Context: an optimization exercise on an open-source flow, tuned for small area and a short achievable clock period. The choices shown serve that exercise and are no tape-out recipe. Function was checked by simulation only, so behaviour that the tests miss may differ from the original.

$ cat design.v
module intt4point(
    input clk, rst,
    input [15:0] in0, in1, in2, in3,
    output [15:0] out0, out1, out2, out3
);
  wire [12:0] z0, z1, z2, z3;
  reg [14:0] rs0;
  reg [14:0] rs2;
  reg [12:0] rb;
  reg [12:0] rd;
  wire [12:0] dmz;
  wire [12:0] bmz;
  wire [12:0] g0 = in0[12:0] & {13{~rst}};
  wire [12:0] g1 = in1[12:0] & {13{~rst}};
  wire [12:0] g2 = in2[12:0] & {13{~rst}};
  wire [12:0] g3 = in3[12:0] & {13{~rst}};
  wire s1, c2;
  ha_m us1 (.a(g0[0]), .b(g2[0]), .s(s1), .co(c2));
  wire s3, c4;
  fa_m us3 (.a(g0[1]), .b(g2[1]), .c(c2), .s(s3), .co(c4));
  wire s5, c6;
  fa_m us5 (.a(g0[2]), .b(g2[2]), .c(c4), .s(s5), .co(c6));
  wire s7, c8;
  fa_m us7 (.a(g0[3]), .b(g2[3]), .c(c6), .s(s7), .co(c8));
  wire s9, c10;
  fa_m us9 (.a(g0[4]), .b(g2[4]), .c(c8), .s(s9), .co(c10));
  wire s11, c12;
  fa_m us11 (.a(g0[5]), .b(g2[5]), .c(c10), .s(s11), .co(c12));
  wire s13, c14;
  fa_m us13 (.a(g0[6]), .b(g2[6]), .c(c12), .s(s13), .co(c14));
  wire s15, c16;
  fa_m us15 (.a(g0[7]), .b(g2[7]), .c(c14), .s(s15), .co(c16));
  wire s17, c18;
  fa_m us17 (.a(g0[8]), .b(g2[8]), .c(c16), .s(s17), .co(c18));
  wire s19, c20;
  fa_m us19 (.a(g0[9]), .b(g2[9]), .c(c18), .s(s19), .co(c20));
  wire s21, c22;
  fa_m us21 (.a(g0[10]), .b(g2[10]), .c(c20), .s(s21), .co(c22));
  wire s23, c24;
  fa_m us23 (.a(g0[11]), .b(g2[11]), .c(c22), .s(s23), .co(c24));
  wire s25, c26;
  fa_m us25 (.a(g0[12]), .b(g2[12]), .c(c24), .s(s25), .co(c26));
  wire s27, c28;
  ha_m us27 (.a(g1[0]), .b(g3[0]), .s(s27), .co(c28));
  wire s29, c30;
  fa_m us29 (.a(g1[1]), .b(g3[1]), .c(c28), .s(s29), .co(c30));
  wire s31, c32;
  fa_m us31 (.a(g1[2]), .b(g3[2]), .c(c30), .s(s31), .co(c32));
  wire s33, c34;
  fa_m us33 (.a(g1[3]), .b(g3[3]), .c(c32), .s(s33), .co(c34));
  wire s35, c36;
  fa_m us35 (.a(g1[4]), .b(g3[4]), .c(c34), .s(s35), .co(c36));
  wire s37, c38;
  fa_m us37 (.a(g1[5]), .b(g3[5]), .c(c36), .s(s37), .co(c38));
  wire s39, c40;
  fa_m us39 (.a(g1[6]), .b(g3[6]), .c(c38), .s(s39), .co(c40));
  wire s41, c42;
  fa_m us41 (.a(g1[7]), .b(g3[7]), .c(c40), .s(s41), .co(c42));
  wire s43, c44;
  fa_m us43 (.a(g1[8]), .b(g3[8]), .c(c42), .s(s43), .co(c44));
  wire s45, c46;
  fa_m us45 (.a(g1[9]), .b(g3[9]), .c(c44), .s(s45), .co(c46));
  wire s47, c48;
  fa_m us47 (.a(g1[10]), .b(g3[10]), .c(c46), .s(s47), .co(c48));
  wire s49, c50;
  fa_m us49 (.a(g1[11]), .b(g3[11]), .c(c48), .s(s49), .co(c50));
  wire s51, c52;
  fa_m us51 (.a(g1[12]), .b(g3[12]), .c(c50), .s(s51), .co(c52));
  wire i53 = ~g2[0];
  wire s54, c55;
  xn_m us54 (.a(g0[0]), .b(i53), .y(s54));
  or_m uc55 (.a(g0[0]), .b(i53), .y(c55));
  wire i56 = ~g2[1];
  wire s57, c58;
  assign c58 = (g0[1] & i56) | (g0[1] & c55) | (i56 & c55);
  wire i59 = ~g2[2];
  wire s60, c61;
  assign c61 = (g0[2] & i59) | (g0[2] & c58) | (i59 & c58);
  wire i62 = ~g2[3];
  wire s63, c64;
  assign c64 = (g0[3] & i62) | (g0[3] & c61) | (i62 & c61);
  wire i65 = ~g2[4];
  wire s66, c67;
  assign c67 = (g0[4] & i65) | (g0[4] & c64) | (i65 & c64);
  wire i68 = ~g2[5];
  wire s69, c70;
  assign c70 = (g0[5] & i68) | (g0[5] & c67) | (i68 & c67);
  wire i71 = ~g2[6];
  wire s72, c73;
  assign c73 = (g0[6] & i71) | (g0[6] & c70) | (i71 & c70);
  wire i74 = ~g2[7];
  wire s75, c76;
  assign c76 = (g0[7] & i74) | (g0[7] & c73) | (i74 & c73);
  wire i77 = ~g2[8];
  wire s78, c79;
  assign c79 = (g0[8] & i77) | (g0[8] & c76) | (i77 & c76);
  wire i80 = ~g2[9];
  wire s81, c82;
  assign c82 = (g0[9] & i80) | (g0[9] & c79) | (i80 & c79);
  wire i83 = ~g2[10];
  wire s84, c85;
  assign c85 = (g0[10] & i83) | (g0[10] & c82) | (i83 & c82);
  wire i86 = ~g2[11];
  wire s87, c88;
  assign c88 = (g0[11] & i86) | (g0[11] & c85) | (i86 & c85);
  wire i89 = ~g2[12];
  wire s90, c91;
  wire i92 = ~g3[0];
  wire s93, c94;
  xn_m us93 (.a(g1[0]), .b(i92), .y(s93));
  or_m uc94 (.a(g1[0]), .b(i92), .y(c94));
  wire i95 = ~g3[1];
  wire s96, c97;
  assign c97 = (g1[1] & i95) | (g1[1] & c94) | (i95 & c94);
  wire i98 = ~g3[2];
  wire s99, c100;
  assign c100 = (g1[2] & i98) | (g1[2] & c97) | (i98 & c97);
  wire i101 = ~g3[3];
  wire s102, c103;
  assign c103 = (g1[3] & i101) | (g1[3] & c100) | (i101 & c100);
  wire i104 = ~g3[4];
  wire s105, c106;
  assign c106 = (g1[4] & i104) | (g1[4] & c103) | (i104 & c103);
  wire i107 = ~g3[5];
  wire s108, c109;
  assign c109 = (g1[5] & i107) | (g1[5] & c106) | (i107 & c106);
  wire i110 = ~g3[6];
  wire s111, c112;
  assign c112 = (g1[6] & i110) | (g1[6] & c109) | (i110 & c109);
  wire i113 = ~g3[7];
  wire s114, c115;
  assign c115 = (g1[7] & i113) | (g1[7] & c112) | (i113 & c112);
  wire i116 = ~g3[8];
  wire s117, c118;
  assign c118 = (g1[8] & i116) | (g1[8] & c115) | (i116 & c115);
  wire i119 = ~g3[9];
  wire s120, c121;
  assign c121 = (g1[9] & i119) | (g1[9] & c118) | (i119 & c118);
  wire i122 = ~g3[10];
  wire s123, c124;
  assign c124 = (g1[10] & i122) | (g1[10] & c121) | (i122 & c121);
  wire i125 = ~g3[11];
  wire s126, c127;
  assign c127 = (g1[11] & i125) | (g1[11] & c124) | (i125 & c124);
  wire i128 = ~g3[12];
  wire s129, c130;
  wire s131, c132;
  xn_m us131 (.a(g0[0]), .b(i53), .y(s131));
  or_m uc132 (.a(g0[0]), .b(i53), .y(c132));
  wire s133, c134;
  fa_m us133 (.a(g0[1]), .b(i56), .c(c132), .s(s133), .co(c134));
  wire s135, c136;
  fa_m us135 (.a(g0[2]), .b(i59), .c(c134), .s(s135), .co(c136));
  wire s137, c138;
  fa_m us137 (.a(g0[3]), .b(i62), .c(c136), .s(s137), .co(c138));
  wire s139, c140;
  fa_m us139 (.a(g0[4]), .b(i65), .c(c138), .s(s139), .co(c140));
  wire s141, c142;
  fa_m us141 (.a(g0[5]), .b(i68), .c(c140), .s(s141), .co(c142));
  wire s143, c144;
  fa_m us143 (.a(g0[6]), .b(i71), .c(c142), .s(s143), .co(c144));
  wire s145, c146;
  fa_m us145 (.a(g0[7]), .b(i74), .c(c144), .s(s145), .co(c146));
  wire s147, c148;
  fa_m us147 (.a(g0[8]), .b(i77), .c(c146), .s(s147), .co(c148));
  wire s149, c150;
  fa_m us149 (.a(g0[9]), .b(i80), .c(c148), .s(s149), .co(c150));
  wire s151, c152;
  fa_m us151 (.a(g0[10]), .b(i83), .c(c150), .s(s151), .co(c152));
  wire s153, c154;
  fa_m us153 (.a(g0[11]), .b(i86), .c(c152), .s(s153), .co(c154));
  wire s155, c156;
  fa_m us155 (.a(g0[12]), .b(i89), .c(c154), .s(s155), .co(c156));
  wire [12:0] w157 = {s155, s153, s151, s149, s147, s145, s143, s141, s139, s137, s135, s133, s131};
  wire i158 = ~c156;
  assign bmz = i158 ? w157 + 13'd7681 : w157;
  wire s159, c160;
  xn_m us159 (.a(g1[0]), .b(i92), .y(s159));
  or_m uc160 (.a(g1[0]), .b(i92), .y(c160));
  wire s161, c162;
  fa_m us161 (.a(g1[1]), .b(i95), .c(c160), .s(s161), .co(c162));
  wire s163, c164;
  fa_m us163 (.a(g1[2]), .b(i98), .c(c162), .s(s163), .co(c164));
  wire s165, c166;
  fa_m us165 (.a(g1[3]), .b(i101), .c(c164), .s(s165), .co(c166));
  wire s167, c168;
  fa_m us167 (.a(g1[4]), .b(i104), .c(c166), .s(s167), .co(c168));
  wire s169, c170;
  fa_m us169 (.a(g1[5]), .b(i107), .c(c168), .s(s169), .co(c170));
  wire s171, c172;
  fa_m us171 (.a(g1[6]), .b(i110), .c(c170), .s(s171), .co(c172));
  wire s173, c174;
  fa_m us173 (.a(g1[7]), .b(i113), .c(c172), .s(s173), .co(c174));
  wire s175, c176;
  fa_m us175 (.a(g1[8]), .b(i116), .c(c174), .s(s175), .co(c176));
  wire s177, c178;
  fa_m us177 (.a(g1[9]), .b(i119), .c(c176), .s(s177), .co(c178));
  wire s179, c180;
  fa_m us179 (.a(g1[10]), .b(i122), .c(c178), .s(s179), .co(c180));
  wire s181, c182;
  fa_m us181 (.a(g1[11]), .b(i125), .c(c180), .s(s181), .co(c182));
  wire s183, c184;
  fa_m us183 (.a(g1[12]), .b(i128), .c(c182), .s(s183), .co(c184));
  wire [12:0] w185 = {s183, s181, s179, s177, s175, s173, s171, s169, s167, s165, s163, s161, s159};
  wire i186 = ~c184;
  assign dmz = i186 ? w185 + 13'd7681 : w185;
  wire s187, c188;
  ha_m us187 (.a(s1), .b(s27), .s(s187), .co(c188));
  wire s189, c190;
  fa_m us189 (.a(s3), .b(s29), .c(c188), .s(s189), .co(c190));
  wire s191, c192;
  fa_m us191 (.a(s5), .b(s31), .c(c190), .s(s191), .co(c192));
  wire s193, c194;
  fa_m us193 (.a(s7), .b(s33), .c(c192), .s(s193), .co(c194));
  wire s195, c196;
  fa_m us195 (.a(s9), .b(s35), .c(c194), .s(s195), .co(c196));
  wire s197, c198;
  fa_m us197 (.a(s11), .b(s37), .c(c196), .s(s197), .co(c198));
  wire s199, c200;
  fa_m us199 (.a(s13), .b(s39), .c(c198), .s(s199), .co(c200));
  wire s201, c202;
  fa_m us201 (.a(s15), .b(s41), .c(c200), .s(s201), .co(c202));
  wire s203, c204;
  fa_m us203 (.a(s17), .b(s43), .c(c202), .s(s203), .co(c204));
  wire s205, c206;
  fa_m us205 (.a(s19), .b(s45), .c(c204), .s(s205), .co(c206));
  wire s207, c208;
  fa_m us207 (.a(s21), .b(s47), .c(c206), .s(s207), .co(c208));
  wire s209, c210;
  fa_m us209 (.a(s23), .b(s49), .c(c208), .s(s209), .co(c210));
  wire s211, c212;
  fa_m us211 (.a(s25), .b(s51), .c(c210), .s(s211), .co(c212));
  wire s213, c214;
  fa_m us213 (.a(c26), .b(c52), .c(c212), .s(s213), .co(c214));
  wire i215 = ~s27;
  wire s216, c217;
  xn_m us216 (.a(s1), .b(i215), .y(s216));
  or_m uc217 (.a(s1), .b(i215), .y(c217));
  wire i218 = ~s29;
  wire s219, c220;
  fa_m us219 (.a(s3), .b(i218), .c(c217), .s(s219), .co(c220));
  wire i221 = ~s31;
  wire s222, c223;
  fa_m us222 (.a(s5), .b(i221), .c(c220), .s(s222), .co(c223));
  wire i224 = ~s33;
  wire s225, c226;
  fa_m us225 (.a(s7), .b(i224), .c(c223), .s(s225), .co(c226));
  wire i227 = ~s35;
  wire s228, c229;
  fa_m us228 (.a(s9), .b(i227), .c(c226), .s(s228), .co(c229));
  wire i230 = ~s37;
  wire s231, c232;
  fa_m us231 (.a(s11), .b(i230), .c(c229), .s(s231), .co(c232));
  wire i233 = ~s39;
  wire s234, c235;
  fa_m us234 (.a(s13), .b(i233), .c(c232), .s(s234), .co(c235));
  wire i236 = ~s41;
  wire s237, c238;
  fa_m us237 (.a(s15), .b(i236), .c(c235), .s(s237), .co(c238));
  wire i239 = ~s43;
  wire s240, c241;
  fa_m us240 (.a(s17), .b(i239), .c(c238), .s(s240), .co(c241));
  wire i242 = ~s45;
  wire s243, c244;
  fa_m us243 (.a(s19), .b(i242), .c(c241), .s(s243), .co(c244));
  wire i245 = ~s47;
  wire s246, c247;
  fa_m us246 (.a(s21), .b(i245), .c(c244), .s(s246), .co(c247));
  wire i248 = ~s49;
  wire s249, c250;
  fa_m us249 (.a(s23), .b(i248), .c(c247), .s(s249), .co(c250));
  wire i251 = ~s51;
  wire s252, c253;
  fa_m us252 (.a(s25), .b(i251), .c(c250), .s(s252), .co(c253));
  wire i254 = ~c52;
  wire s255, c256;
  fa_m us255 (.a(c26), .b(i254), .c(c253), .s(s255), .co(c256));
  wire [14:0] rs0_d = {c214, s213, s211, s209, s207, s205, s203, s201, s199, s197, s195, s193, s191, s189, s187};
  wire [14:0] rs2_d = {c256, s255, s252, s249, s246, s243, s240, s237, s234, s231, s228, s225, s222, s219, s216};
  wire [12:0] rb_d = {bmz[12], bmz[11], bmz[10], bmz[9], bmz[8], bmz[7], bmz[6], bmz[5], bmz[4], bmz[3], bmz[2], bmz[1], bmz[0]};
  wire [12:0] rd_d = {dmz[12], dmz[11], dmz[10], dmz[9], dmz[8], dmz[7], dmz[6], dmz[5], dmz[4], dmz[3], dmz[2], dmz[1], dmz[0]};
  wire i257 = ~rs0[1];
  wire s258, c259;
  ha_m us258 (.a(i257), .b(rs0[14]), .s(s258), .co(c259));
  wire s260, c261;
  ha_m us260 (.a(rs0[0]), .b(rs0[9]), .s(s260), .co(c261));
  wire s262, c263;
  fa_m us262 (.a(rs0[1]), .b(rs0[10]), .c(c261), .s(s262), .co(c263));
  wire s264, c265;
  ha_m us264 (.a(rs0[11]), .b(c263), .s(s264), .co(c265));
  wire s266, c267;
  ha_m us266 (.a(rs0[12]), .b(c265), .s(s266), .co(c267));
  wire s268, c269;
  fa_m us268 (.a(rs0[13]), .b(rs0[0]), .c(c267), .s(s268), .co(c269));
  wire i270 = ~rs0[0];
  wire s271, c272;
  fa_m us271 (.a(i270), .b(s258), .c(c269), .s(s271), .co(c272));
  wire s273, c274;
  xn_m us273 (.a(c259), .b(c272), .y(s273));
  or_m uc274 (.a(c259), .b(c272), .y(c274));
  wire [12:0] w275 = {s271, s268, s266, s264, s262, s260, rs0[8], rs0[7], rs0[6], rs0[5], rs0[4], rs0[3], rs0[2]};
  assign z0 = s273 ? w275 + 13'd7681 : w275;
  wire i276 = ~rs2[1];
  wire s277, c278;
  xn_m us277 (.a(i276), .b(rs2[14]), .y(s277));
  or_m uc278 (.a(i276), .b(rs2[14]), .y(c278));
  wire i279 = ~rs2[7];
  wire s280, c281;
  ha_m us280 (.a(i279), .b(rs2[5]), .s(s280), .co(c281));
  wire s282, c283;
  ha_m us282 (.a(rs2[2]), .b(rs2[8]), .s(s282), .co(c283));
  wire s284, c285;
  fa_m us284 (.a(rs2[6]), .b(c281), .c(c278), .s(s284), .co(c285));
  wire s286, c287;
  fa_m us286 (.a(rs2[3]), .b(rs2[9]), .c(rs2[0]), .s(s286), .co(c287));
  wire s288, c289;
  fa_m us288 (.a(i279), .b(c283), .c(s286), .s(s288), .co(c289));
  wire s290, c291;
  fa_m us290 (.a(rs2[4]), .b(rs2[10]), .c(rs2[1]), .s(s290), .co(c291));
  wire s292, c293;
  fa_m us292 (.a(c287), .b(s290), .c(c289), .s(s292), .co(c293));
  wire s294, c295;
  fa_m us294 (.a(rs2[2]), .b(rs2[5]), .c(rs2[11]), .s(s294), .co(c295));
  wire i296 = ~c291;
  wire s297, c298;
  fa_m us297 (.a(rs2[0]), .b(rs2[9]), .c(i296), .s(s297), .co(c298));
  wire i299 = ~s294;
  wire s300, c301;
  ha_m us300 (.a(i299), .b(s297), .s(s300), .co(c301));
  wire s302, c303;
  fa_m us302 (.a(rs2[3]), .b(rs2[6]), .c(rs2[12]), .s(s302), .co(c303));
  wire s304, c305;
  fa_m us304 (.a(rs2[1]), .b(rs2[10]), .c(c298), .s(s304), .co(c305));
  wire i306 = ~c301;
  wire s307, c308;
  fa_m us307 (.a(c295), .b(s302), .c(i306), .s(s307), .co(c308));
  wire s309, c310;
  fa_m us309 (.a(rs2[2]), .b(rs2[11]), .c(rs2[0]), .s(s309), .co(c310));
  wire s311, c312;
  fa_m us311 (.a(rs2[4]), .b(rs2[7]), .c(rs2[13]), .s(s311), .co(c312));
  wire i313 = ~s309;
  wire s314, c315;
  fa_m us314 (.a(c303), .b(i313), .c(s311), .s(s314), .co(c315));
  wire i316 = ~s314;
  wire s317, c318;
  ha_m us317 (.a(i316), .b(c305), .s(s317), .co(c318));
  wire s319, c320;
  xn_m us319 (.a(rs2[3]), .b(rs2[12]), .y(s319));
  or_m uc320 (.a(rs2[3]), .b(rs2[12]), .y(c320));
  wire s321, c322;
  fa_m us321 (.a(rs2[5]), .b(rs2[8]), .c(rs2[14]), .s(s321), .co(c322));
  wire s323, c324;
  fa_m us323 (.a(rs2[1]), .b(c310), .c(s319), .s(s323), .co(c324));
  wire s325, c326;
  fa_m us325 (.a(c312), .b(s321), .c(c315), .s(s325), .co(c326));
  wire i327 = ~s325;
  wire s328, c329;
  ha_m us328 (.a(s323), .b(i327), .s(s328), .co(c329));
  wire s330, c331;
  ha_m us330 (.a(rs2[0]), .b(rs2[9]), .s(s330), .co(c331));
  wire s332, c333;
  fa_m us332 (.a(rs2[2]), .b(rs2[4]), .c(rs2[13]), .s(s332), .co(c333));
  wire s334, c335;
  fa_m us334 (.a(rs2[0]), .b(rs2[6]), .c(c322), .s(s334), .co(c335));
  wire s336, c337;
  fa_m us336 (.a(c320), .b(s332), .c(c324), .s(s336), .co(c337));
  wire s338, c339;
  fa_m us338 (.a(s330), .b(s334), .c(c326), .s(s338), .co(c339));
  wire s340, c341;
  ha_m us340 (.a(s336), .b(c329), .s(s340), .co(c341));
  wire s342, c343;
  fa_m us342 (.a(rs2[1]), .b(rs2[10]), .c(c331), .s(s342), .co(c343));
  wire s344, c345;
  fa_m us344 (.a(rs2[3]), .b(c333), .c(c337), .s(s344), .co(c345));
  wire s346, c347;
  fa_m us346 (.a(c335), .b(s342), .c(c339), .s(s346), .co(c347));
  wire s348, c349;
  ha_m us348 (.a(s344), .b(c341), .s(s348), .co(c349));
  wire i350 = ~rs2[4];
  wire s351, c352;
  fa_m us351 (.a(rs2[2]), .b(rs2[11]), .c(i350), .s(s351), .co(c352));
  wire s353, c354;
  fa_m us353 (.a(s351), .b(c343), .c(c347), .s(s353), .co(c354));
  wire s355, c356;
  ha_m us355 (.a(c345), .b(c349), .s(s355), .co(c356));
  wire s357, c358;
  fa_m us357 (.a(rs2[3]), .b(rs2[12]), .c(c352), .s(s357), .co(c358));
  wire i359 = ~s357;
  wire s360, c361;
  fa_m us360 (.a(rs2[5]), .b(i359), .c(c356), .s(s360), .co(c361));
  wire i362 = ~rs2[0];
  wire s363, c364;
  fa_m us363 (.a(i362), .b(rs2[4]), .c(rs2[13]), .s(s363), .co(c364));
  wire i365 = ~rs2[6];
  wire s366, c367;
  fa_m us366 (.a(i365), .b(s363), .c(c358), .s(s366), .co(c367));
  wire s368, c369;
  ha_m us368 (.a(s277), .b(s280), .s(s368), .co(c369));
  wire i370 = ~s282;
  wire s371, c372;
  fa_m us371 (.a(i370), .b(s284), .c(c369), .s(s371), .co(c372));
  wire i373 = ~s288;
  wire s374, c375;
  fa_m us374 (.a(c285), .b(i373), .c(c372), .s(s374), .co(c375));
  wire i376 = ~s292;
  wire s377, c378;
  fa_m us377 (.a(rs2[8]), .b(i376), .c(c375), .s(s377), .co(c378));
  wire i379 = ~c293;
  wire s380, c381;
  fa_m us380 (.a(i379), .b(s300), .c(c378), .s(s380), .co(c381));
  wire i382 = ~s307;
  wire s383, c384;
  xn_m us383 (.a(s304), .b(i382), .y(s383));
  or_m uc384 (.a(s304), .b(i382), .y(c384));
  wire i385 = ~c308;
  wire s386, c387;
  ha_m us386 (.a(i385), .b(s317), .s(s386), .co(c387));
  wire s388, c389;
  ha_m us388 (.a(c318), .b(s328), .s(s388), .co(c389));
  wire i390 = ~s338;
  wire s391, c392;
  ha_m us391 (.a(i390), .b(s340), .s(s391), .co(c392));
  wire s393, c394;
  fa_m us393 (.a(s368), .b(s348), .c(c392), .s(s393), .co(c394));
  wire s395, c396;
  fa_m us395 (.a(s371), .b(s355), .c(c394), .s(s395), .co(c396));
  wire s397, c398;
  fa_m us397 (.a(s374), .b(s360), .c(c396), .s(s397), .co(c398));
  wire s399, c400;
  fa_m us399 (.a(s377), .b(c361), .c(c398), .s(s399), .co(c400));
  wire s401, c402;
  ha_m us401 (.a(c364), .b(s368), .s(s401), .co(c402));
  wire i403 = ~s380;
  wire s404, c405;
  fa_m us404 (.a(s401), .b(c367), .c(i403), .s(s404), .co(c405));
  wire s406, c407;
  ha_m us406 (.a(c402), .b(s371), .s(s406), .co(c407));
  wire s408, c409;
  ha_m us408 (.a(c381), .b(s383), .s(s408), .co(c409));
  wire s410, c411;
  fa_m us410 (.a(c384), .b(s386), .c(c409), .s(s410), .co(c411));
  wire s412, c413;
  fa_m us412 (.a(c387), .b(s388), .c(c411), .s(s412), .co(c413));
  wire s414, c415;
  fa_m us414 (.a(c389), .b(s391), .c(c413), .s(s414), .co(c415));
  wire i416 = ~s346;
  wire s417, c418;
  fa_m us417 (.a(i416), .b(s393), .c(c415), .s(s417), .co(c418));
  wire i419 = ~s353;
  wire s420, c421;
  fa_m us420 (.a(i419), .b(s395), .c(c418), .s(s420), .co(c421));
  wire i422 = ~c354;
  wire s423, c424;
  fa_m us423 (.a(i422), .b(s397), .c(c421), .s(s423), .co(c424));
  wire i425 = ~s366;
  wire s426, c427;
  fa_m us426 (.a(i425), .b(s399), .c(c424), .s(s426), .co(c427));
  wire i428 = ~s404;
  wire s429, c430;
  fa_m us429 (.a(c400), .b(i428), .c(c427), .s(s429), .co(c430));
  wire i431 = ~c430;
  wire s432, c433;
  fa_m us432 (.a(c405), .b(s406), .c(i431), .s(s432), .co(c433));
  wire s434, c435;
  fa_m us434 (.a(s374), .b(c407), .c(c433), .s(s434), .co(c435));
  wire s436, c437;
  ha_m us436 (.a(s377), .b(c435), .s(s436), .co(c437));
  wire s438, c439;
  ha_m us438 (.a(s380), .b(c437), .s(s438), .co(c439));
  wire i440 = ~s432;
  wire i441 = ~s434;
  wire i442 = ~s436;
  wire i443 = ~s438;
  wire [12:0] w444 = {i443, i442, i441, i440, s429, s426, s423, s420, s417, s414, s412, s410, s408};
  assign z2 = c439 ? w444 + 13'd7681 : w444;
  wire s445, c446;
  xn_m us445 (.a(rb[5]), .b(rb[1]), .y(s445));
  or_m uc446 (.a(rb[5]), .b(rb[1]), .y(c446));
  wire s447, c448;
  ha_m us447 (.a(rb[6]), .b(rb[2]), .s(s447), .co(c448));
  wire s449, c450;
  fa_m us449 (.a(rb[0]), .b(c446), .c(s447), .s(s449), .co(c450));
  wire s451, c452;
  fa_m us451 (.a(rb[7]), .b(rb[3]), .c(rb[1]), .s(s451), .co(c452));
  wire s453, c454;
  fa_m us453 (.a(c448), .b(s451), .c(c450), .s(s453), .co(c454));
  wire s455, c456;
  ha_m us455 (.a(rd[9]), .b(rd[0]), .s(s455), .co(c456));
  wire s457, c458;
  fa_m us457 (.a(rb[8]), .b(rb[4]), .c(rb[2]), .s(s457), .co(c458));
  wire s459, c460;
  fa_m us459 (.a(rd[10]), .b(rd[1]), .c(c456), .s(s459), .co(c460));
  wire s461, c462;
  fa_m us461 (.a(c452), .b(s457), .c(c454), .s(s461), .co(c462));
  wire s463, c464;
  fa_m us463 (.a(rb[0]), .b(rb[9]), .c(rb[5]), .s(s463), .co(c464));
  wire s465, c466;
  fa_m us465 (.a(rb[3]), .b(rd[0]), .c(c458), .s(s465), .co(c466));
  wire s467, c468;
  fa_m us467 (.a(rd[2]), .b(rd[11]), .c(c460), .s(s467), .co(c468));
  wire s469, c470;
  fa_m us469 (.a(s463), .b(s465), .c(c462), .s(s469), .co(c470));
  wire s471, c472;
  fa_m us471 (.a(rb[1]), .b(rb[10]), .c(rb[6]), .s(s471), .co(c472));
  wire s473, c474;
  fa_m us473 (.a(rb[4]), .b(rb[0]), .c(rd[1]), .s(s473), .co(c474));
  wire s475, c476;
  fa_m us475 (.a(c464), .b(s471), .c(s473), .s(s475), .co(c476));
  wire s477, c478;
  fa_m us477 (.a(rd[3]), .b(rd[12]), .c(c468), .s(s477), .co(c478));
  wire s479, c480;
  fa_m us479 (.a(c466), .b(s475), .c(c470), .s(s479), .co(c480));
  wire s481, c482;
  fa_m us481 (.a(rb[2]), .b(rb[11]), .c(rb[7]), .s(s481), .co(c482));
  wire s483, c484;
  fa_m us483 (.a(rb[5]), .b(rb[1]), .c(rd[2]), .s(s483), .co(c484));
  wire s485, c486;
  fa_m us485 (.a(rd[0]), .b(c472), .c(c474), .s(s485), .co(c486));
  wire s487, c488;
  fa_m us487 (.a(s481), .b(s483), .c(c476), .s(s487), .co(c488));
  wire i489 = ~rd[4];
  wire s490, c491;
  fa_m us490 (.a(i489), .b(s485), .c(s487), .s(s490), .co(c491));
  wire i492 = ~s490;
  wire s493, c494;
  ha_m us493 (.a(c478), .b(i492), .s(s493), .co(c494));
  wire i495 = ~rb[3];
  wire s496, c497;
  xn_m us496 (.a(i495), .b(rd[5]), .y(s496));
  or_m uc497 (.a(i495), .b(rd[5]), .y(c497));
  wire s498, c499;
  fa_m us498 (.a(rb[12]), .b(rb[8]), .c(rb[6]), .s(s498), .co(c499));
  wire s500, c501;
  fa_m us500 (.a(rb[2]), .b(rd[3]), .c(rd[1]), .s(s500), .co(c501));
  wire s502, c503;
  fa_m us502 (.a(c482), .b(c484), .c(s498), .s(s502), .co(c503));
  wire s504, c505;
  fa_m us504 (.a(s500), .b(c486), .c(s502), .s(s504), .co(c505));
  wire s506, c507;
  fa_m us506 (.a(c488), .b(s504), .c(c491), .s(s506), .co(c507));
  wire s508, c509;
  ha_m us508 (.a(s496), .b(c494), .s(s508), .co(c509));
  wire s510, c511;
  fa_m us510 (.a(rd[2]), .b(rb[4]), .c(rb[0]), .s(s510), .co(c511));
  wire s512, c513;
  fa_m us512 (.a(rb[9]), .b(rb[7]), .c(rb[3]), .s(s512), .co(c513));
  wire s514, c515;
  fa_m us514 (.a(rb[0]), .b(rd[6]), .c(c497), .s(s514), .co(c515));
  wire s516, c517;
  fa_m us516 (.a(rd[4]), .b(c499), .c(c501), .s(s516), .co(c517));
  wire s518, c519;
  fa_m us518 (.a(s510), .b(s512), .c(c503), .s(s518), .co(c519));
  wire s520, c521;
  fa_m us520 (.a(s516), .b(c505), .c(s518), .s(s520), .co(c521));
  wire i522 = ~s514;
  wire s523, c524;
  fa_m us523 (.a(i522), .b(s520), .c(c507), .s(s523), .co(c524));
  wire s525, c526;
  fa_m us525 (.a(rd[3]), .b(rb[10]), .c(rb[8]), .s(s525), .co(c526));
  wire s527, c528;
  fa_m us527 (.a(rb[4]), .b(rd[5]), .c(c511), .s(s527), .co(c528));
  wire s529, c530;
  fa_m us529 (.a(c513), .b(s525), .c(c517), .s(s529), .co(c530));
  wire s531, c532;
  fa_m us531 (.a(s527), .b(c519), .c(s529), .s(s531), .co(c532));
  wire i533 = ~s531;
  wire s534, c535;
  fa_m us534 (.a(rb[1]), .b(c515), .c(i533), .s(s534), .co(c535));
  wire i536 = ~c521;
  wire s537, c538;
  ha_m us537 (.a(i536), .b(s534), .s(s537), .co(c538));
  wire s539, c540;
  fa_m us539 (.a(rd[4]), .b(rb[11]), .c(rb[9]), .s(s539), .co(c540));
  wire s541, c542;
  fa_m us541 (.a(rb[5]), .b(rd[6]), .c(c526), .s(s541), .co(c542));
  wire s543, c544;
  fa_m us543 (.a(s539), .b(c528), .c(s541), .s(s543), .co(c544));
  wire s545, c546;
  fa_m us545 (.a(c530), .b(s543), .c(c532), .s(s545), .co(c546));
  wire s547, c548;
  fa_m us547 (.a(rb[2]), .b(c535), .c(c538), .s(s547), .co(c548));
  wire s549, c550;
  fa_m us549 (.a(rd[5]), .b(rb[12]), .c(rb[10]), .s(s549), .co(c550));
  wire s551, c552;
  fa_m us551 (.a(rb[6]), .b(rd[7]), .c(c540), .s(s551), .co(c552));
  wire s553, c554;
  fa_m us553 (.a(s549), .b(c542), .c(s551), .s(s553), .co(c554));
  wire s555, c556;
  fa_m us555 (.a(c544), .b(s553), .c(c546), .s(s555), .co(c556));
  wire i557 = ~s555;
  wire s558, c559;
  ha_m us558 (.a(rb[3]), .b(i557), .s(s558), .co(c559));
  wire s560, c561;
  xn_m us560 (.a(rb[4]), .b(rb[0]), .y(s560));
  or_m uc561 (.a(rb[4]), .b(rb[0]), .y(c561));
  wire s562, c563;
  fa_m us562 (.a(rd[6]), .b(rb[11]), .c(rb[7]), .s(s562), .co(c563));
  wire s564, c565;
  fa_m us564 (.a(rd[8]), .b(c550), .c(s562), .s(s564), .co(c565));
  wire s566, c567;
  fa_m us566 (.a(c552), .b(s564), .c(c554), .s(s566), .co(c567));
  wire i568 = ~s560;
  wire s569, c570;
  fa_m us569 (.a(i568), .b(s566), .c(c556), .s(s569), .co(c570));
  wire s571, c572;
  fa_m us571 (.a(rb[12]), .b(rb[8]), .c(rd[9]), .s(s571), .co(c572));
  wire s573, c574;
  fa_m us573 (.a(c563), .b(s571), .c(c565), .s(s573), .co(c574));
  wire i575 = ~c561;
  wire s576, c577;
  fa_m us576 (.a(i575), .b(s573), .c(c567), .s(s576), .co(c577));
  wire s578, c579;
  ha_m us578 (.a(rb[9]), .b(rd[10]), .s(s578), .co(c579));
  wire s580, c581;
  fa_m us580 (.a(c572), .b(s578), .c(c574), .s(s580), .co(c581));
  wire s582, c583;
  fa_m us582 (.a(rb[10]), .b(rd[11]), .c(c579), .s(s582), .co(c583));
  wire s584, c585;
  ha_m us584 (.a(rb[11]), .b(rd[12]), .s(s584), .co(c585));
  wire i586 = ~s445;
  wire s587, c588;
  ha_m us587 (.a(rd[7]), .b(i586), .s(s587), .co(c588));
  wire i589 = ~s449;
  wire s590, c591;
  fa_m us590 (.a(rd[8]), .b(i589), .c(c588), .s(s590), .co(c591));
  wire i592 = ~s453;
  wire s593, c594;
  fa_m us593 (.a(i592), .b(s455), .c(c591), .s(s593), .co(c594));
  wire i595 = ~s461;
  wire s596, c597;
  fa_m us596 (.a(s459), .b(i595), .c(c594), .s(s596), .co(c597));
  wire i598 = ~s469;
  wire s599, c600;
  fa_m us599 (.a(s467), .b(i598), .c(c597), .s(s599), .co(c600));
  wire i601 = ~s479;
  wire s602, c603;
  fa_m us602 (.a(s477), .b(i601), .c(c600), .s(s602), .co(c603));
  wire i604 = ~c480;
  wire s605, c606;
  xn_m us605 (.a(s493), .b(i604), .y(s605));
  or_m uc606 (.a(s493), .b(i604), .y(c606));
  wire i607 = ~s506;
  wire s608, c609;
  ha_m us608 (.a(i607), .b(s508), .s(s608), .co(c609));
  wire s610, c611;
  ha_m us610 (.a(c509), .b(c609), .s(s610), .co(c611));
  wire s612, c613;
  fa_m us612 (.a(s587), .b(s537), .c(c611), .s(s612), .co(c613));
  wire s614, c615;
  fa_m us614 (.a(s590), .b(s547), .c(c613), .s(s614), .co(c615));
  wire s616, c617;
  fa_m us616 (.a(s593), .b(c548), .c(s558), .s(s616), .co(c617));
  wire s618, c619;
  fa_m us618 (.a(s596), .b(c559), .c(c617), .s(s618), .co(c619));
  wire s620, c621;
  ha_m us620 (.a(s587), .b(s576), .s(s620), .co(c621));
  wire i622 = ~s599;
  wire s623, c624;
  fa_m us623 (.a(i622), .b(s620), .c(c570), .s(s623), .co(c624));
  wire s625, c626;
  fa_m us625 (.a(s590), .b(s580), .c(c577), .s(s625), .co(c626));
  wire s627, c628;
  fa_m us627 (.a(c621), .b(s625), .c(c624), .s(s627), .co(c628));
  wire s629, c630;
  ha_m us629 (.a(s582), .b(c581), .s(s629), .co(c630));
  wire s631, c632;
  fa_m us631 (.a(s593), .b(s629), .c(c626), .s(s631), .co(c632));
  wire s633, c634;
  ha_m us633 (.a(s584), .b(c583), .s(s633), .co(c634));
  wire s635, c636;
  fa_m us635 (.a(s633), .b(c630), .c(s596), .s(s635), .co(c636));
  wire s637, c638;
  ha_m us637 (.a(rb[12]), .b(c585), .s(s637), .co(c638));
  wire s639, c640;
  fa_m us639 (.a(s637), .b(c634), .c(s599), .s(s639), .co(c640));
  wire s641, c642;
  ha_m us641 (.a(c638), .b(s602), .s(s641), .co(c642));
  wire s643, c644;
  ha_m us643 (.a(c603), .b(s605), .s(s643), .co(c644));
  wire s645, c646;
  fa_m us645 (.a(c606), .b(s608), .c(c644), .s(s645), .co(c646));
  wire i647 = ~s523;
  wire s648, c649;
  fa_m us648 (.a(i647), .b(s610), .c(c646), .s(s648), .co(c649));
  wire i650 = ~c524;
  wire s651, c652;
  fa_m us651 (.a(i650), .b(s612), .c(c649), .s(s651), .co(c652));
  wire i653 = ~s545;
  wire s654, c655;
  fa_m us654 (.a(i653), .b(s614), .c(c652), .s(s654), .co(c655));
  wire s656, c657;
  fa_m us656 (.a(c615), .b(s616), .c(c655), .s(s656), .co(c657));
  wire i658 = ~s569;
  wire s659, c660;
  fa_m us659 (.a(i658), .b(s618), .c(c657), .s(s659), .co(c660));
  wire i661 = ~s623;
  wire s662, c663;
  fa_m us662 (.a(c619), .b(i661), .c(c660), .s(s662), .co(c663));
  wire i664 = ~s627;
  wire s665, c666;
  fa_m us665 (.a(s602), .b(i664), .c(c663), .s(s665), .co(c666));
  wire i667 = ~c666;
  wire s668, c669;
  fa_m us668 (.a(c628), .b(s631), .c(i667), .s(s668), .co(c669));
  wire s670, c671;
  fa_m us670 (.a(c632), .b(s635), .c(c669), .s(s670), .co(c671));
  wire s672, c673;
  fa_m us672 (.a(c636), .b(s639), .c(c671), .s(s672), .co(c673));
  wire s674, c675;
  fa_m us674 (.a(c640), .b(s641), .c(c673), .s(s674), .co(c675));
  wire s676, c677;
  xn_m us676 (.a(c642), .b(c675), .y(s676));
  or_m uc677 (.a(c642), .b(c675), .y(c677));
  wire i678 = ~s668;
  wire i679 = ~s670;
  wire i680 = ~s672;
  wire i681 = ~s674;
  wire [12:0] w682 = {i681, i680, i679, i678, s665, s662, s659, s656, s654, s651, s648, s645, s643};
  wire i683 = ~s676;
  assign z1 = i683 ? w682 + 13'd7681 : w682;
  wire i684 = ~rd[5];
  wire s685, c686;
  ha_m us685 (.a(rb[7]), .b(i684), .s(s685), .co(c686));
  wire i687 = ~rd[6];
  wire s688, c689;
  xn_m us688 (.a(rb[8]), .b(i687), .y(s688));
  or_m uc689 (.a(rb[8]), .b(i687), .y(c689));
  wire i690 = ~c686;
  wire s691, c692;
  fa_m us691 (.a(rd[2]), .b(rd[0]), .c(i690), .s(s691), .co(c692));
  wire s693, c694;
  fa_m us693 (.a(rd[7]), .b(rd[3]), .c(rd[1]), .s(s693), .co(c694));
  wire s695, c696;
  fa_m us695 (.a(rb[0]), .b(rb[9]), .c(c689), .s(s695), .co(c696));
  wire s697, c698;
  xn_m us697 (.a(s693), .b(c692), .y(s697));
  or_m uc698 (.a(s693), .b(c692), .y(c698));
  wire s699, c700;
  fa_m us699 (.a(rd[8]), .b(rd[4]), .c(rd[2]), .s(s699), .co(c700));
  wire s701, c702;
  fa_m us701 (.a(rb[1]), .b(rb[10]), .c(c696), .s(s701), .co(c702));
  wire s703, c704;
  fa_m us703 (.a(c694), .b(s699), .c(c698), .s(s703), .co(c704));
  wire s705, c706;
  fa_m us705 (.a(rd[0]), .b(rb[0]), .c(rd[9]), .s(s705), .co(c706));
  wire s707, c708;
  fa_m us707 (.a(rd[5]), .b(rd[3]), .c(c700), .s(s707), .co(c708));
  wire s709, c710;
  fa_m us709 (.a(rb[2]), .b(rb[11]), .c(c702), .s(s709), .co(c710));
  wire s711, c712;
  fa_m us711 (.a(s705), .b(s707), .c(c704), .s(s711), .co(c712));
  wire s713, c714;
  fa_m us713 (.a(rd[1]), .b(rb[1]), .c(rd[10]), .s(s713), .co(c714));
  wire s715, c716;
  fa_m us715 (.a(rd[6]), .b(rd[4]), .c(rd[0]), .s(s715), .co(c716));
  wire s717, c718;
  fa_m us717 (.a(c706), .b(s713), .c(s715), .s(s717), .co(c718));
  wire i719 = ~c708;
  wire s720, c721;
  fa_m us720 (.a(rb[3]), .b(rb[12]), .c(i719), .s(s720), .co(c721));
  wire i722 = ~s717;
  wire s723, c724;
  fa_m us723 (.a(i722), .b(s720), .c(c710), .s(s723), .co(c724));
  wire s725, c726;
  fa_m us725 (.a(rb[0]), .b(rb[2]), .c(rd[11]), .s(s725), .co(c726));
  wire s727, c728;
  fa_m us727 (.a(rd[7]), .b(rd[5]), .c(rd[1]), .s(s727), .co(c728));
  wire s729, c730;
  fa_m us729 (.a(rd[2]), .b(c714), .c(c716), .s(s729), .co(c730));
  wire s731, c732;
  fa_m us731 (.a(s725), .b(s727), .c(c718), .s(s731), .co(c732));
  wire i733 = ~s729;
  wire s734, c735;
  fa_m us734 (.a(rb[4]), .b(i733), .c(c721), .s(s734), .co(c735));
  wire i736 = ~s731;
  wire s737, c738;
  ha_m us737 (.a(i736), .b(s734), .s(s737), .co(c738));
  wire i739 = ~rb[1];
  wire s740, c741;
  xn_m us740 (.a(i739), .b(rb[5]), .y(s740));
  or_m uc741 (.a(i739), .b(rb[5]), .y(c741));
  wire s742, c743;
  fa_m us742 (.a(rd[3]), .b(rb[3]), .c(rd[12]), .s(s742), .co(c743));
  wire s744, c745;
  fa_m us744 (.a(rd[8]), .b(rd[6]), .c(rd[2]), .s(s744), .co(c745));
  wire s746, c747;
  fa_m us746 (.a(c726), .b(c728), .c(s742), .s(s746), .co(c747));
  wire s748, c749;
  fa_m us748 (.a(s744), .b(c730), .c(s746), .s(s748), .co(c749));
  wire s750, c751;
  fa_m us750 (.a(s740), .b(c735), .c(c738), .s(s750), .co(c751));
  wire s752, c753;
  xn_m us752 (.a(c732), .b(s748), .y(s752));
  or_m uc753 (.a(c732), .b(s748), .y(c753));
  wire s754, c755;
  fa_m us754 (.a(rb[2]), .b(rd[4]), .c(rd[0]), .s(s754), .co(c755));
  wire s756, c757;
  fa_m us756 (.a(rb[4]), .b(rd[9]), .c(rd[7]), .s(s756), .co(c757));
  wire s758, c759;
  fa_m us758 (.a(rd[0]), .b(rb[6]), .c(c741), .s(s758), .co(c759));
  wire s760, c761;
  fa_m us760 (.a(rd[3]), .b(c743), .c(c745), .s(s760), .co(c761));
  wire s762, c763;
  fa_m us762 (.a(s754), .b(s756), .c(c747), .s(s762), .co(c763));
  wire s764, c765;
  fa_m us764 (.a(s760), .b(c749), .c(s762), .s(s764), .co(c765));
  wire i766 = ~s758;
  wire s767, c768;
  fa_m us767 (.a(i766), .b(c753), .c(s764), .s(s767), .co(c768));
  wire s769, c770;
  fa_m us769 (.a(rb[3]), .b(rb[5]), .c(rd[10]), .s(s769), .co(c770));
  wire s771, c772;
  fa_m us771 (.a(rd[8]), .b(rd[4]), .c(c755), .s(s771), .co(c772));
  wire s773, c774;
  fa_m us773 (.a(c757), .b(s769), .c(c761), .s(s773), .co(c774));
  wire s775, c776;
  fa_m us775 (.a(s771), .b(c763), .c(s773), .s(s775), .co(c776));
  wire s777, c778;
  fa_m us777 (.a(s775), .b(c765), .c(c768), .s(s777), .co(c778));
  wire s779, c780;
  ha_m us779 (.a(rd[1]), .b(c759), .s(s779), .co(c780));
  wire s781, c782;
  fa_m us781 (.a(rb[4]), .b(rb[6]), .c(rd[11]), .s(s781), .co(c782));
  wire s783, c784;
  fa_m us783 (.a(rd[9]), .b(rd[5]), .c(c770), .s(s783), .co(c784));
  wire s785, c786;
  fa_m us785 (.a(s781), .b(c772), .c(s783), .s(s785), .co(c786));
  wire s787, c788;
  fa_m us787 (.a(c774), .b(s785), .c(c776), .s(s787), .co(c788));
  wire i789 = ~s787;
  wire s790, c791;
  fa_m us790 (.a(rd[2]), .b(c780), .c(i789), .s(s790), .co(c791));
  wire s792, c793;
  fa_m us792 (.a(rb[5]), .b(rb[7]), .c(rd[12]), .s(s792), .co(c793));
  wire s794, c795;
  fa_m us794 (.a(rd[10]), .b(rd[6]), .c(c782), .s(s794), .co(c795));
  wire s796, c797;
  fa_m us796 (.a(s792), .b(c784), .c(s794), .s(s796), .co(c797));
  wire s798, c799;
  fa_m us798 (.a(c786), .b(s796), .c(c788), .s(s798), .co(c799));
  wire s800, c801;
  ha_m us800 (.a(rd[3]), .b(c791), .s(s800), .co(c801));
  wire i802 = ~rb[6];
  wire s803, c804;
  xn_m us803 (.a(i802), .b(rd[4]), .y(s803));
  or_m uc804 (.a(i802), .b(rd[4]), .y(c804));
  wire s805, c806;
  fa_m us805 (.a(rb[8]), .b(rd[11]), .c(rd[7]), .s(s805), .co(c806));
  wire s807, c808;
  fa_m us807 (.a(c793), .b(s805), .c(c795), .s(s807), .co(c808));
  wire i809 = ~c797;
  wire s810, c811;
  fa_m us810 (.a(rd[0]), .b(s803), .c(i809), .s(s810), .co(c811));
  wire i812 = ~s810;
  wire s813, c814;
  fa_m us813 (.a(s807), .b(i812), .c(c799), .s(s813), .co(c814));
  wire s815, c816;
  fa_m us815 (.a(rb[9]), .b(rd[12]), .c(rd[8]), .s(s815), .co(c816));
  wire s817, c818;
  fa_m us817 (.a(c806), .b(s815), .c(c808), .s(s817), .co(c818));
  wire i819 = ~s817;
  wire s820, c821;
  fa_m us820 (.a(c804), .b(c811), .c(i819), .s(s820), .co(c821));
  wire s822, c823;
  ha_m us822 (.a(rb[10]), .b(rd[9]), .s(s822), .co(c823));
  wire s824, c825;
  fa_m us824 (.a(c816), .b(s822), .c(c818), .s(s824), .co(c825));
  wire s826, c827;
  fa_m us826 (.a(rb[11]), .b(rd[10]), .c(c823), .s(s826), .co(c827));
  wire s828, c829;
  ha_m us828 (.a(rb[12]), .b(rd[11]), .s(s828), .co(c829));
  wire i830 = ~rd[1];
  wire s831, c832;
  ha_m us831 (.a(i830), .b(s685), .s(s831), .co(c832));
  wire i833 = ~s691;
  wire s834, c835;
  fa_m us834 (.a(s688), .b(i833), .c(c832), .s(s834), .co(c835));
  wire i836 = ~s697;
  wire s837, c838;
  fa_m us837 (.a(s695), .b(i836), .c(c835), .s(s837), .co(c838));
  wire i839 = ~s703;
  wire s840, c841;
  fa_m us840 (.a(s701), .b(i839), .c(c838), .s(s840), .co(c841));
  wire i842 = ~s711;
  wire s843, c844;
  fa_m us843 (.a(s709), .b(i842), .c(c841), .s(s843), .co(c844));
  wire i845 = ~c712;
  wire s846, c847;
  fa_m us846 (.a(i845), .b(s723), .c(c844), .s(s846), .co(c847));
  wire s848, c849;
  xn_m us848 (.a(s737), .b(c724), .y(s848));
  or_m uc849 (.a(s737), .b(c724), .y(c849));
  wire i850 = ~s752;
  wire s851, c852;
  ha_m us851 (.a(i850), .b(s750), .s(s851), .co(c852));
  wire i853 = ~s767;
  wire s854, c855;
  ha_m us854 (.a(i853), .b(c751), .s(s854), .co(c855));
  wire s856, c857;
  fa_m us856 (.a(s831), .b(s779), .c(c855), .s(s856), .co(c857));
  wire s858, c859;
  fa_m us858 (.a(s834), .b(s790), .c(c857), .s(s858), .co(c859));
  wire s860, c861;
  fa_m us860 (.a(s837), .b(s800), .c(c859), .s(s860), .co(c861));
  wire i862 = ~s813;
  wire s863, c864;
  fa_m us863 (.a(s840), .b(c801), .c(i862), .s(s863), .co(c864));
  wire i865 = ~s831;
  wire s866, c867;
  xn_m us866 (.a(i865), .b(s820), .y(s866));
  or_m uc867 (.a(i865), .b(s820), .y(c867));
  wire s868, c869;
  fa_m us868 (.a(s843), .b(s866), .c(c864), .s(s868), .co(c869));
  wire s870, c871;
  fa_m us870 (.a(c821), .b(c867), .c(s846), .s(s870), .co(c871));
  wire i872 = ~s870;
  wire s873, c874;
  fa_m us873 (.a(s834), .b(s824), .c(i872), .s(s873), .co(c874));
  wire s875, c876;
  ha_m us875 (.a(s826), .b(s837), .s(s875), .co(c876));
  wire s877, c878;
  fa_m us877 (.a(c825), .b(s875), .c(c874), .s(s877), .co(c878));
  wire s879, c880;
  ha_m us879 (.a(s828), .b(c827), .s(s879), .co(c880));
  wire s881, c882;
  fa_m us881 (.a(s879), .b(s840), .c(c876), .s(s881), .co(c882));
  wire s883, c884;
  ha_m us883 (.a(rd[12]), .b(c829), .s(s883), .co(c884));
  wire s885, c886;
  fa_m us885 (.a(s883), .b(c880), .c(s843), .s(s885), .co(c886));
  wire s887, c888;
  ha_m us887 (.a(c884), .b(s846), .s(s887), .co(c888));
  wire s889, c890;
  ha_m us889 (.a(c847), .b(s848), .s(s889), .co(c890));
  wire s891, c892;
  fa_m us891 (.a(c849), .b(s851), .c(c890), .s(s891), .co(c892));
  wire s893, c894;
  fa_m us893 (.a(c852), .b(s854), .c(c892), .s(s893), .co(c894));
  wire i895 = ~s777;
  wire s896, c897;
  fa_m us896 (.a(i895), .b(s856), .c(c894), .s(s896), .co(c897));
  wire i898 = ~c778;
  wire s899, c900;
  fa_m us899 (.a(i898), .b(s858), .c(c897), .s(s899), .co(c900));
  wire i901 = ~s798;
  wire s902, c903;
  fa_m us902 (.a(i901), .b(s860), .c(c900), .s(s902), .co(c903));
  wire s904, c905;
  fa_m us904 (.a(c861), .b(s863), .c(c903), .s(s904), .co(c905));
  wire i906 = ~c814;
  wire s907, c908;
  fa_m us907 (.a(i906), .b(s868), .c(c905), .s(s907), .co(c908));
  wire i909 = ~s873;
  wire s910, c911;
  fa_m us910 (.a(c869), .b(i909), .c(c908), .s(s910), .co(c911));
  wire i912 = ~s877;
  wire s913, c914;
  fa_m us913 (.a(c871), .b(i912), .c(c911), .s(s913), .co(c914));
  wire i915 = ~c914;
  wire s916, c917;
  fa_m us916 (.a(c878), .b(s881), .c(i915), .s(s916), .co(c917));
  wire s918, c919;
  fa_m us918 (.a(c882), .b(s885), .c(c917), .s(s918), .co(c919));
  wire s920, c921;
  fa_m us920 (.a(c886), .b(s887), .c(c919), .s(s920), .co(c921));
  wire s922, c923;
  xn_m us922 (.a(c888), .b(c921), .y(s922));
  or_m uc923 (.a(c888), .b(c921), .y(c923));
  wire i924 = ~s916;
  wire i925 = ~s918;
  wire i926 = ~s920;
  wire [12:0] w927 = {i926, i925, i924, s913, s910, s907, s904, s902, s899, s896, s893, s891, s889};
  wire i928 = ~s922;
  assign z3 = i928 ? w927 + 13'd7681 : w927;
  always @(posedge clk) begin
    rs0 <= rs0_d;
    rs2 <= rs2_d;
    rb <= rb_d;
    rd <= rd_d;
  end
  assign out0 = {3'b000, z0};
  assign out1 = {3'b000, z1};
  assign out2 = {3'b000, z2};
  assign out3 = {3'b000, z3};
endmodule
module fa_m(input a, b, c, output s, co);
  assign s = a ^ b ^ c;
  assign co = (a & b) | (a & c) | (b & c);
endmodule
module ha_m(input a, b, output s, co);
  assign s = a ^ b;
  assign co = a & b;
endmodule
module xn_m(input a, b, output y);
  assign y = ~(a ^ b);
endmodule
module or_m(input a, b, output y);
  assign y = a | b;
endmodule
$ cat flow/run.sh
#!/bin/bash
set -e
export BUFFER_PORTS_ARGS="-buffer_cell sky130_fd_sc_hd__buf_1"
bash standard.sh > standard.log 2>&1
$ cat constraint.sdc
create_clock -name core_clock -period 110.0 [get_ports {clk}]
set_input_delay 22.0000 -clock core_clock [delete_from_list [all_inputs] [get_ports {clk}]]
set_output_delay 22.0000 -clock core_clock [all_outputs]
set_load 0.01 [all_outputs]
$ cat standard.sh
#!/bin/bash
# synth_recipe.tcl (not shown) runs the flow's synth.tcl, then flattens the netlist and writes it again
# the make line also repeats each setting of config.mk as NAME=value (left out here)
make -C /OpenROAD-flow-scripts/flow DESIGN_CONFIG=/design/flow/config.mk WORK_HOME=/design/flow/orfs CLKGATE_MAP_FILE= SYNTH_SCRIPT=/design/flow/synth_recipe.tcl "${@:-finish}"
$ cat config.mk
export PLATFORM = sky130hd
export DESIGN_NAME = intt4point
export DESIGN_NICKNAME = intt4point
export VERILOG_FILES = /design/flow/design.v
export SDC_FILE = /design/flow/constraint.sdc
export NUM_CORES = 4
export LEC_CHECK = 0
export CAP_MARGIN = 20
export CORE_MARGIN = 2
export CORE_UTILIZATION = 40
export SLEW_MARGIN = 20
export SYNTH_HIERARCHICAL = 1
export SYNTH_MINIMUM_KEEP_SIZE = 0
==> flow_summary.json, run 1 <==
{
  "synthCells": 850,
  "ys_ff_latch": 56,
  "tns_ns": 0,
  "syn_to_final_growth_pct": 8.49,
  "slowest_delay_ns": 0.64,
  "drc_errors": 0,
  "synth_area_um2": 10300,
  "required_ns": 88.00,
  "wl_mm": 21.8,
  "synth_mux_area_share_pct": 0.656,
  "rows": 58,
  "core_area_um2": 25300,
  "synth_xor_area_share_pct": 7.82,
  "cpLargestDelayFamily": "adder cells",
  "ff_latch_area_um2": 1120,
  "fmax_mhz": 32.1,
  "worstPathMaxFanout": 8,
  "cts_buffers": 5,
  "status": "finished clean",
  "vias": 6216,
  "cts_tree": "done",
  "cts_htree_levels": 2,
  "io_pins": 130,
  "vias_per_cell": 4.84,
  "grt-ovfl-total": 0,
  "yosys_warnings": 7,
  "track_usage_pct": 17.3,
  "wl_met2_mm": 9.92,
  "hold_violations": 0,
  "hpwl_mm": 19.5,
  "highest_layer": "met4",
  "worst_pin_slew_ns": 0.883,
  "synthSimpleGateAreaFrac_pct": 9.20,
  "start_kind": "flip-flop",
  "clockBufferDepth": 2,
  "drt_iter0_drc": 274,
  "synth_top_family_by_area": "adder cells",
  "multi_input_area_um2": 8590,
  "numClockSinks": 56,
  "place.port_buffers": 105,
  "cts.clk_slew.worst_paths_ns": 0.07,
  "setup_violations": 0,
  "root_buffer": "clkbuf_16",
  "min_path_type": "input port to flip-flop",
  "cap_violations": 0,
  "ys_types": 32,
  "drt_first_pass_iters": 4,
  "end_kind": "output pin",
  "dieWidth_um": 164,
  "wl_per_cell_um": 17.0,
  "rsz0062_at_grt": "no",
  "synth_area_per_cell_um2": 12.1,
  "netlist.area_leader.share_pct": 56.2,
  "fillers": 2382,
  "crit_path_frequent_cell": "fa_1",
  "finalCriticalPeriod_ns": 31.12,
  "grt_pass1_vias": 6737,
  "start_util_pct": 40.8,
  "critPathArrivalTime_ns": 9.12,
  "nNetsFinal": 1368,
  "drive_gt1_share_pct": 1.58,
  "grt_max_degree": 53,
  "post_cts_buffers": 0,
  "relSlewSlack_pct": 40.7,
  "synth_top_area_cell": "fa_1",
  "drtAntennaViolNets": 0,
  "die_y_um": 164,
  "min_period_over_period_pct": 28.3,
  "cts_resized": 0,
  "grt_pass1_wl_mm": 35.4,
  "ys_seq_area_share_pct": 10.9,
  "wl_met1_mm": 10.4,
  "synth_fa_ha_area_share_pct": 63.7,
  "holdBufCountCts": 0,
  "dieArea_um2": 27000,
  "finalHoldWorstSlack_ns": 22.19,
  "dr_wl_met3_mm": 1.23,
  "slew_viol_final": 0,
  "place.gp.congestion": 0.866,
  "synth-compound-area-share_pct": 1.63,
  "antenna_found_initial": 0,
  "slowest_stage": "dfxtp_1",
  "path_class": "flip-flop to output pin",
  "yosys-top-cells-area": "fa_1 (56%), dfxtp_1 (11%), ha_1 (7.5%), inv_1 (4.8%), xnor2_1 (4.8%)",
  "critPathBufInv": 4
}
## placed cells by master (no fill, tap or decap)
master      Yosys  routed
and4_1          1       1
dfxtp_1        56      56
or4b_1          1       1
clkbuf_2        0       1
nand4b_1        2       2
nor3b_1         3       3
mux2_2          6       6
ha_1           62      62
clkbuf_16       0       5
xnor2_1        56      56
inv_1         132     132
xor2_1         36      36
nor4_1          4       4
a311oi_1        1       1
nand3b_1        2       2
inv_8           0       1
fa_1          289     289
nor3_1         11      11
diode_2         0       1
and3b_1         1       1
nand3_1        12      12
conb_1          1      12
a31oi_1         1       1
nand2_1        20      20
nor2b_1        26      26
nand4_1        22      22
clkinv_4        0       1
and3_1          3       3
clkinvlp_4      0       1
nor2_1         13      13
o211ai_1        5       5
o31ai_1        12      12
or2_1          17      17
nand2b_1       28      28
buf_1           0     104
o21ai_0         5       5
## final cells by class
type	count	area share (%)
multi-input cells	651	76.9
inverters	132	4.43
well taps	330	3.69
diodes	1	0.0224
repair buffers	105	3.54
flip-flops and latches	56	10.0
clock buffers	5	1.12
clock inverters	3	0.246
## Yosys cell counts
cell type / instances
fa_1: 289
inv_1: 132
ha_1: 62
dfxtp_1: 56
xnor2_1: 56
xor2_1: 36
nand2b_1: 28
nor2b_1: 26
nand4_1: 22
nand2_1: 20
or2_1: 17
nor2_1: 13
buf_4: 12
nand3_1: 12
o31ai_1: 12
nor3_1: 11
clkbuf_1: 8
mux2_2: 6
o211ai_1: 5
o21ai_0: 5
nor4_1: 4
and3_1: 3
nor3b_1: 3
buf_2: 2
nand3b_1: 2
nand4b_1: 2
a311oi_1: 1
a31oi_1: 1
and3b_1: 1
and4_1: 1
conb_1: 1
or4b_1: 1
## path summary, 6_finish.rpt
kind / startpoint / endpoint / slack [ns] / depth (start not counted)
setup / recovery: rb[7] / out3[12] / 78.88 / 28
hold / removal: in2[12] / rb[12] / 22.19 / 4
## Yosys stat by module, one instance, submodules excluded
module / cells inside / area (um2) / copies in the design
xn_m: 1 / 8.76 / 20
ha_m: 1 / 12.5 / 56
intt4point: 468 / 3530 / 1
or_m: 1 / 6.26 / 17
fa_m: 1 / 20.0 / 289
## state kept, by name (all words and copies together) (netlist names)
| register | cells |
|---|---|
| rs0 | 15 |
| rd | 13 |
| rb | 13 |
| rs2 | 15 |
## kinds of logic after synthesis
logic type,count (synthesis)
other,1
DFF,56
xor gates and xnor gates,92
AOI/OAI and AO/OA,24
and+or+nand+nor,166
muxes,6
adders and majority gates,351
buffers and inverters,154
## stage by stage
| stage | instance area (um2) | std cells | worst slack, ns | utilization (%) |
|---|---|---|---|---|
| floorplan | 10300 | 861 | 79.84 | - |
| global placement | 11000 | 1274 | 79.22 | 43.6 |
| detailed placement | 11000 | 1274 | 79.19 | 43.6 |
| CTS | 11200 | 1282 | 78.81 | 44.2 |
| global route | 11200 | 1282 | 78.40 | 44.2 |
| finish | 11200 | 1283 | 78.88 | 44.2 |
## routing by layer
layer  vias up  track usage, %
li1       2808               -
met1      3236            26.2
met2       155            27.1
met3        17            2.59
met4         0            2.41
met5         -               0
==> run 2, diff against run 1 <==
--- a/config.mk
+++ b/config.mk
@@ -10,2 +10,3 @@
 export CORE_UTILIZATION = 40
+export CTS_BUF_LIST = sky130_fd_sc_hd__clkbuf_4 sky130_fd_sc_hd__clkbuf_8
 export SLEW_MARGIN = 20
==> run 2 against run 1 <==
Effect of this change:
- still clean on timing, DRC and antenna
- cell count about the same
- hold slack worse by 0.031 ns
- first-iteration DRC count shrank 8.0%
- synthesized cell count unchanged
- largest cell class unchanged
==> flow_summary.json, run 2 <==
{
  "cpLargestDelayFamily": "adder cells",
  "layout_commonest_cell": "fa_1",
  "place.port_buffers": 105,
  "min_path_type": "input port to flip-flop",
  "critPathArrivalTime_ns": 9.15,
  "numClockSinks": 56,
  "yosys-top-cells-area": "fa_1 (56%), dfxtp_1 (11%), ha_1 (7.5%), inv_1 (4.8%), xnor2_1 (4.8%)",
  "path_class": "flip-flop to output pin",
  "synthSimpleGateAreaFrac_pct": 9.20,
  "synth_area_um2": 10300,
  "worstPathMaxFanout": 8,
  "top_regs": "rs0 x15, rs2 x15",
  "cap_violations": 0,
  "slowest_delay_ns": 0.65,
  "synth_xor_area_share_pct": 7.82,
  "drc_errors": 0,
  "post_cts_buffers": 0,
  "drive_gt1_share_pct": 1.58,
  "end_kind": "output pin",
  "holdBufCountCts": 0,
  "root_buffer": "clkbuf_8",
  "crit_path_frequent_cell": "fa_1",
  "cts.clk_slew.worst_paths_ns": 0.11,
  "wl_met2_mm": 9.95,
  "dieArea_um2": 27000,
  "slew_viol_final": 0,
  "rsz0062_at_grt": "no",
  "synth_fa_ha_area_share_pct": 63.7,
  "die_y_um": 164,
  "fin_area_um2": 11100,
  "yosys_warnings": 7,
  "holdPathStages": 4,
  "drt_first_pass_iters": 4,
  "synth_top_family_by_area": "adder cells",
  "highest_layer": "met4",
  "hold_start": "in2[12]",
  "grt_pass1_vias": 6740,
  "cp_num_cells": 28,
  "tns_ns": 0,
  "status": "finished clean",
  "min_period_over_period_pct": 28.3,
  "synth_mux_area_share_pct": 0.656,
  "hpwl_mm": 19.5,
  "synthArstFlopShare_pct": 0,
  "postPlaceCellArea_um2": 11000,
  "track_usage_pct": 17.3,
  "vias_per_cell": 4.84,
  "synth_commonest_cells": "fa_1 (289), inv_1 (132), ha_1 (62)",
  "cts_buffers": 5,
  "fmax_mhz": 32.1,
  "rows": 58,
  "start_util_pct": 40.8,
  "drt_iter0_drc": 252,
  "diodes": 0,
  "start_kind": "flip-flop",
  "netlist.area_leader.share_pct": 56.2,
  "wl_met1_mm": 10.4,
  "io_pins": 130,
  "synthCells": 850,
  "relSlewSlack_pct": 40.7,
  "required_ns": 88.00,
  "clockBufferDepth": 2,
  "dr_wl_met3_mm": 1.20,
  "vias": 6207,
  "synth_top_area_cell": "fa_1",
  "layout_common_cells": "fa_1 (289), inv_1 (132), buf_1 (104)",
  "dieWidth_um": 164,
  "cts_tree": "done",
  "antenna_found_initial": 0,
  "setup_violations": 0,
  "core_area_um2": 25300,
  "drtAntennaViolNets": 0,
  "place.gp.congestion": 0.866,
  "worst_pin_slew_ns": 0.882,
  "synth-compound-area-share_pct": 1.63,
  "grt_max_degree": 53,
  "ys_seq_area_share_pct": 10.9,
  "synth_area_per_cell_um2": 12.1,
  "wl_mm": 21.8,
  "grt_pass1_wl_mm": 35.5,
  "hold_end": "rb[12]",
  "finalCriticalPeriod_ns": 31.15,
  "utilization_pct": 44.0,
  "syn_to_final_growth_pct": 7.92,
  "cts_htree_levels": 2,
  "grt-ovfl-total": 0,
  "post-synth-top-count-cell": "fa_1",
  "nNetsFinal": 1368,
  "ys_types": 32,
  "slowest_stage": "dfxtp_1",
  "cts_resized": 0,
  "synth_ff_type": "dfxtp_1",
  "ys_ff_latch": 56,
  "synth_edf_count": 0,
  "critPathBufInv": 4,
  "wl_per_cell_um": 17.0,
  "hold_violations": 0
}
-- run 2: worst min-delay path, delay by kind of cell --
| kind | cells | cell delay [ns] |
|---|---|---|
| XOR/XNOR | 1 | 0.06 |
| AND/OR/NAND/NOR | 1 | 0.12 |
| buffers and inverters | 1 | 0.07 |
| adder cells (fa/ha/maj) | 1 | 0.19 |
-- run 2: worst max-delay path by stage --
stage          startpoint       end  slack [ns]
2_1_floorplan       rb[7]   out3[8]       79.84
3_3_place_gp        rb[2]   out1[8]       79.22
3_5_place_dp        rb[7]  out3[12]       79.19
4_1_cts             rb[7]  out3[12]       78.77
5_1_grt             rb[7]  out3[12]       78.35
6_report            rb[7]  out3[12]       78.85
-- run 2: per-stage QoR --
step | instances | setup slack [ns] | hold slack [ns]
6_report | 1282 | 78.85 | 22.16
5_1_grt | 1282 | 78.35 | 22.17
4_1_cts | 1282 | 78.77 | 22.16
3_5_place_dp | 1274 | 79.19 | 22.52
3_3_place_gp | 1274 | 79.22 | 22.52
2_1_floorplan | 861 | 79.84 | 22.39
-- run 2: per-module statistics from Yosys (local to each module, per instance) --
module	times used	area, um2	flip-flops and latches	cells
fa_m	289	20.0	0	1
ha_m	56	12.5	0	1
intt4point	1	3530	56	468
or_m	17	6.26	0	1
xn_m	20	8.76	0	1
-- run 2: kinds of logic (layout without fill, tap and decap cells) --
kind of cell | Yosys count | after routing
fa+ha+maj | 351 | 351
simple gates | 166 | 166
buf+inv | 154 | 245
xor+xnor | 92 | 92
flops | 56 | 56
compound gates | 24 | 24
mux | 6 | 6
other cells | 1 | 12
-- run 2: routing by layer --
layer  vias to the layer above  global-route usage [%]
met5                         -                       0
met4                         0                    2.53
met3                        17                    2.59
met2                       151                    27.1
met1                      3239                    26.3
li1                       2800                       -
-- run 2: final cells by class --
type	count	area, um2
well taps	330	413
clock buffers	5	68.8
flip-flops and latches	56	1120
clock inverters	3	27.5
repair buffers	105	395
inverters	132	495
multi-input cells	651	8590
fillers	2394	14100

## re-timing with driven ports
In the flow no input, the clock included, has a driving cell. The finished layouts below were timed again as built, in two steps.
Step 1, drivers: a clkbuf_16 drives clk and a buf_2 each remaining input, both assumed.
Step 2, shift: input delay + t, output delay - t, t = (earliest + latest rising clock arrival at the registers) / 2. This alone moves slack from input paths to output paths.
a / b / c = ideal / step 1 / step 2; a / b = the first two.
run	shift t [ns]	setup slack, ns	worst data-port slew with drivers (ns)
run 1	0.333	78.881 / 78.842 / 79.175	0.07
run 2	0.352	78.846 / 78.811 / 79.164	0.07
After both steps setup and hold are still met in every run listed.
